Context: an optimization exercise on an open-source flow, tuned for small area and a short achievable clock period. The choices shown serve that exercise and are no tape-out recipe.
At most, simulation tests tie the RTL to the original design; equivalence was not proved.
The clock input has no modelled driver; a real chip could not lean on it and would need a root buffer or a full tree.
No activity file was given, so power comes from the tool's default toggle rates.

== oak ==
==> module syn_fifo, before the edit <==
module syn_fifo (
  input        clk,
  input        rst,
  input        wr_cs,
  input        rd_cs,
  input  [7:0] data_in,
  input        rd_en,
  input        wr_en,
  output [7:0] data_out,
  output       empty,
  output       full
);
wire wr = wr_cs & wr_en;
wire rd = rd_cs & rd_en;
reg        wr_q;
reg  [7:0] din_q, din_qq;
reg  [15:1] wr_lo_h;           
reg         wr_lo0_n;          
reg  [15:0] wr_hi_n;           
wire [15:0] wr_lo = {wr_lo_h, ~wr_lo0_n};
always @(posedge clk)
  if (rst)
    wr_q <= 1'b0;
  else
    wr_q <= wr;
always @(posedge clk) begin
  din_q  <= data_in;
  din_qq <= din_q;
end
always @(posedge clk)
  if (rst) begin
    wr_lo_h  <= 15'd0;
    wr_lo0_n <= 1'b0;
    wr_hi_n  <= 16'hfffe;
  end else if (wr_q) begin
    wr_lo_h  <= wr_lo[14:0];
    wr_lo0_n <= ~wr_lo[15];
    if (wr_lo[15])
      wr_hi_n  <= {wr_hi_n[14:0], wr_hi_n[15]};
  end
wire [15:0] wr_lo_nx = wr_q ? {wr_lo[14:0], wr_lo[15]} : wr_lo;
reg  [15:0] wr_en_lo_n;
always @(posedge clk)
  if (rst)
    wr_en_lo_n <= 16'hffff;
  else
    wr_en_lo_n <= wr ? ~wr_lo_nx : 16'hffff;
reg  [15:1] rd_col_h;
reg         rd_col0_n;
wire [15:0] rd_col = {rd_col_h, ~rd_col0_n};
wire [15:0] rd_col_nx = rd ? {rd_col[14:0], rd_col[15]} : rd_col;
always @(posedge clk)
  if (rst) begin
    rd_col_h  <= 15'd0;
    rd_col0_n <= 1'b0;
  end else begin
    rd_col_h  <= rd_col_nx[15:1];
    rd_col0_n <= ~rd_col_nx[0];
  end
localparam NG = 6;                                      
localparam [4*NG-1:0] GHI = {4'd15, 4'd12, 4'd9, 4'd6, 4'd3, 4'd0};  
reg  [15:1] rd_rows_h [0:NG-1];
reg  [NG-1:0] rd_rows0_n;
wire [16*NG-1:0] rd_rows;
genvar gg;
generate
  for (gg = 0; gg < NG; gg = gg + 1) begin : ring_g
    wire [15:0] cur = {rd_rows_h[gg], ~rd_rows0_n[gg]};
    assign rd_rows[16*gg +: 16] = cur;
    always @(posedge clk)
      if (rst) begin
        rd_rows_h[gg]  <= 15'd0;
        rd_rows0_n[gg] <= 1'b0;
      end else if (rd && rd_col[GHI[4*gg +: 4]]) begin
        rd_rows_h[gg]  <= cur[14:0];
        rd_rows0_n[gg] <= ~cur[15];
      end
  end
endgenerate
reg  [15:0] cnt_lo, cnt_hi;
reg        not_empty, is1, is2, is254, is255;
reg        empty_r, full_r;      
reg        byp1, byp2;     
wire       inc = wr & ~rd;
wire       dec = rd & ~wr;
wire       cnt_is3   = cnt_hi[0]  & cnt_lo[3];
wire       cnt_is253 = cnt_hi[15] & cnt_lo[13];
wire [15:0] cnt_lo_nx = inc ? {cnt_lo[14:0], cnt_lo[15]} :
                        dec ? {cnt_lo[0], cnt_lo[15:1]} : cnt_lo;
wire [15:0] cnt_hi_nx = (inc & cnt_lo[15]) ? {cnt_hi[14:0], cnt_hi[15]} :
                        (dec & cnt_lo[0])  ? {cnt_hi[0], cnt_hi[15:1]} : cnt_hi;
always @(posedge clk)
  if (rst) begin
    cnt_lo <= 16'd1;
    cnt_hi <= 16'd1;
  end else begin
    cnt_lo <= cnt_lo_nx;
    cnt_hi <= cnt_hi_nx;
  end
always @(posedge clk)
  if (rst) begin
    not_empty  <= 1'b0;
    is1        <= 1'b0;
    is2        <= 1'b0;
    is254      <= 1'b0;
    is255      <= 1'b0;
  end else if (dec) begin
    not_empty  <= ~is1;
    is1        <= is2;
    is2        <= cnt_is3;
    is254      <= is255;
    is255      <= 1'b0;
  end else if (inc) begin
    not_empty  <= 1'b1;
    is1        <= ~not_empty;
    is2        <= is1;
    is254      <= cnt_is253;
    is255      <= is254;
  end
always @(posedge clk)
  if (rst) begin
    empty_r    <= 1'b1;
    full_r     <= 1'b0;
  end else if (dec) begin
    empty_r    <= is1;
    full_r     <= 1'b0;
  end else if (inc) begin
    empty_r    <= 1'b0;
    full_r     <= is254;
  end
wire byp1_nx = wr   & (rd ? is1 : ~not_empty);
wire byp2_nx = wr_q & (rd ? is2 : is1);
always @(posedge clk)
  if (rst) begin
    byp1 <= 1'b0;
    byp2 <= 1'b0;
  end else begin
    byp1 <= byp1_nx;
    byp2 <= byp2_nx;
  end
assign empty = empty_r;
assign full  = full_r;
reg  [15:1] col_sel_h;
reg         col_sel0_n;
wire [15:0] col_sel = {col_sel_h, ~col_sel0_n};
wire [15:0] col_sel_nx = rd_col_nx & {16{~(byp1_nx | byp2_nx)}};
always @(posedge clk)
  if (rst) begin
    col_sel_h  <= 15'd0;
    col_sel0_n <= 1'b0;
  end else begin
    col_sel_h  <= col_sel_nx[15:1];
    col_sel0_n <= ~col_sel_nx[0];
  end
wire [127:0] col_q;
reg  [7:0]  head;
integer c;
always @(*) begin
  head = (din_q & {8{byp1}}) | (din_qq & {8{byp2}});
  for (c = 0; c < 16; c = c + 1)
    head = head | (col_q[8*c +: 8] & {8{col_sel[c]}});
end
reg [7:0] data_out_r, data_keep_n;
always @(posedge clk)
  if (rst) begin
    data_out_r  <= 8'd0;
    data_keep_n <= 8'hff;
  end else begin
    data_out_r  <= rd ? head : ~data_keep_n;
    data_keep_n <= rd ? ~head : data_keep_n;
  end
assign data_out = data_out_r;
ram_dp_ar_aw DP_RAM (
  .clk      (clk),
  .wlo_n    (wr_en_lo_n),
  .whi_n    (wr_hi_n),
  .wdata    (din_q),
  .row_sel  (rd_rows),
  .col_q    (col_q)
);
endmodule
export LEC_CHECK = 0
export CAP_MARGIN = 20
export CORE_MARGIN = 2
export CORE_UTILIZATION = 70
export SETUP_SLACK_MARGIN = 2.25
export SLEW_MARGIN = 20
export SYNTH_MEMORY_MAX_BITS = 4096
create_clock -name core_clock -period 4.0 [get_ports {clk}]
standard.sh (not shown) runs the stock make flow with config.mk's settings and CLKGATE_MAP_FILE= SYNTH_SCRIPT=/design/flow/synth_recipe.tcl, a recipe that flattens the netlist after the stock synthesis.
==> flow/flow/run.sh <==
#!/bin/bash
# Own flow: the standard layout, except that
#  - the clock tree is built by flow/mcts.tcl (a shallow tree of clock
#    buffers over flip-flop clusters found by recursive bisection) instead
#    of TritonCTS, and the output port buffers are moved next to the
#    flip-flops that drive them (flow/obuf.tcl),
#  - the port buffers are buf_4 (buffer_ports otherwise picks a delay
#    buffer, which is slow on the input and output paths),
#  - after ORFS's timing repair at CTS and at global routing, a greedy sizer
#    (flow/gsize.tcl) sizes up the gates on the worst register and input
#    paths, which ORFS's repair leaves weak, and
#  - sky130_fd_sc_hd__a222oi_1, which comes in one weak size only, is added
#    to the platform's don't-use list, so that synthesis does not put it on
#    paths that the resizer then cannot speed up.
# Every tool's output goes to the ORFS logs under orfs/logs; this script's
# own output goes to run.log.
set -euo pipefail
cd "$(dirname "$0")/.."
exec > >(tee run.log) 2>&1
DU="sky130_fd_sc_hd__probe_p_8 sky130_fd_sc_hd__probec_p_8 sky130_fd_sc_hd__lpflow_bleeder_1 sky130_fd_sc_hd__lpflow_clkbufkapwr_1 sky130_fd_sc_hd__lpflow_clkbufkapwr_16 sky130_fd_sc_hd__lpflow_clkbufkapwr_2 sky130_fd_sc_hd__lpflow_clkbufkapwr_4 sky130_fd_sc_hd__lpflow_clkbufkapwr_8 sky130_fd_sc_hd__lpflow_clkinvkapwr_1 sky130_fd_sc_hd__lpflow_clkinvkapwr_16 sky130_fd_sc_hd__lpflow_clkinvkapwr_2 sky130_fd_sc_hd__lpflow_clkinvkapwr_4 sky130_fd_sc_hd__lpflow_clkinvkapwr_8 sky130_fd_sc_hd__lpflow_decapkapwr_12 sky130_fd_sc_hd__lpflow_decapkapwr_3 sky130_fd_sc_hd__lpflow_decapkapwr_4 sky130_fd_sc_hd__lpflow_decapkapwr_6 sky130_fd_sc_hd__lpflow_decapkapwr_8 sky130_fd_sc_hd__lpflow_inputiso0n_1 sky130_fd_sc_hd__lpflow_inputiso0p_1 sky130_fd_sc_hd__lpflow_inputiso1n_1 sky130_fd_sc_hd__lpflow_inputiso1p_1 sky130_fd_sc_hd__lpflow_inputisolatch_1 sky130_fd_sc_hd__lpflow_isobufsrc_1 sky130_fd_sc_hd__lpflow_isobufsrc_16 sky130_fd_sc_hd__lpflow_isobufsrc_2 sky130_fd_sc_hd__lpflow_isobufsrc_4 sky130_fd_sc_hd__lpflow_isobufsrc_8 sky130_fd_sc_hd__lpflow_isobufsrckapwr_16 sky130_fd_sc_hd__lpflow_lsbuf_lh_hl_isowell_tap_1 sky130_fd_sc_hd__lpflow_lsbuf_lh_hl_isowell_tap_2 sky130_fd_sc_hd__lpflow_lsbuf_lh_hl_isowell_tap_4 sky130_fd_sc_hd__lpflow_lsbuf_lh_isowell_4 sky130_fd_sc_hd__lpflow_lsbuf_lh_isowell_tap_1 sky130_fd_sc_hd__lpflow_lsbuf_lh_isowell_tap_2 sky130_fd_sc_hd__lpflow_lsbuf_lh_isowell_tap_4 sky130_fd_sc_hd__a222oi_1"
bash standard.sh DONT_USE_CELLS="$DU" PRE_CTS_TCL="$PWD/flow/cts_hook.tcl" \
  POST_CTS_TCL="$PWD/flow/post_cts_hook.tcl" \
  POST_GLOBAL_ROUTE_TCL="$PWD/flow/post_grt_hook.tcl" \
  BUFFER_PORTS_ARGS="-buffer_cell sky130_fd_sc_hd__buf_4" finish
Other scripts of this flow, unchanged in this note and not shown: flow/flow/cts_hook.tcl, flow/flow/gsize.tcl, flow/flow/mcts.tcl, flow/flow/obuf.tcl, flow/flow/post_cts_hook.tcl, flow/flow/post_grt_hook.tcl
For pine, these inputs were changed with respect to oak:
-- flow/design.v --
<<< oak, line 193
    head = head | (col_q[8*c +: 8] & {8{col_sel[c]}});
end
reg [7:0] data_out_r, data_keep_n;
always @(posedge clk)
  if (rst) begin
    data_out_r  <= 8'd0;
    data_keep_n <= 8'hff;
  end else begin
    data_out_r  <= rd ? head : ~data_keep_n;
    data_keep_n <= rd ? ~head : data_keep_n;
  end
assign data_out = data_out_r;
ram_dp_ar_aw DP_RAM (
>>> pine, line 193
    head = head | (col_q[8*c +: 8] & {8{col_sel[c]}});
end
reg [7:0] data_out_r;
always @(posedge clk)
  if (rst)
    data_out_r <= 8'd0;
  else if (rd)
    data_out_r <= head;
assign data_out = data_out_r;
ram_dp_ar_aw DP_RAM (
Results
- Compared with oak, pine shows a lower transition time at the pin with the least slew margin.
- In pine, final worst-path setup slack is lower than in oak.
- Synthesis left pine with fewer flip-flops than oak.
- pine vs oak — cell area power density dropped slightly
- Between oak and pine, the proportion of power drawn by flip-flops and latches figures differ only marginally.
- pine against oak; maximum frequency is down slightly.
- Compared oak against pine; synthesized cell area within noise.
- | number of global-route vias before repair | oak vs pine | ≈ equal |
- Between oak and pine, the final area figures differ only marginally.
- Setup slack at placement (pine over oak): decrease, 0.15 ns
- First-pass GRT wire length: pine and oak compared, lower one is oak
- Summary of pine over oak: met3 routing resource usage after global routing has increased; instance area after placement held.
Function not checked in pine: the RTL went through the layout flow alone. In every run of this note, the design's own scripts or RTL, not TritonCTS, make the clock network.

-- afterwards: timing with drivers on the ports --
In the flow no input, the clock included, has a driving cell. The finished layouts below were timed again as built, in two steps. Step 1 assumes that a clkbuf_16 drives the clock port and a buf_2 every other input. Step 2 also shifts input and output timing later by t, the mid clock arrival at the registers, as if the neighbouring blocks saw the same clock. Slacks: ideal / step 1 / step 2; pairs: ideal / step 1.
run | t, ns | setup WS [ns] | worst hold slack (ns) | slew at the worst register clock pin (ns) | pins driven straight from the clock port
oak | 0.724 | 2.164 / 1.983 / 1.620 | 0.353 / 0.197 / 0.460 | 0.10 / 0.10 | 4
pine | 0.734 | 2.131 / 1.950 / 1.582 | 0.348 / 0.191 / 0.464 | 0.10 / 0.10 | 4
After both steps setup and hold are still met in every run listed. For pine, which loses most, drivers alone change the setup slack by -0.181 ns; drivers and shift together by -0.549 ns.
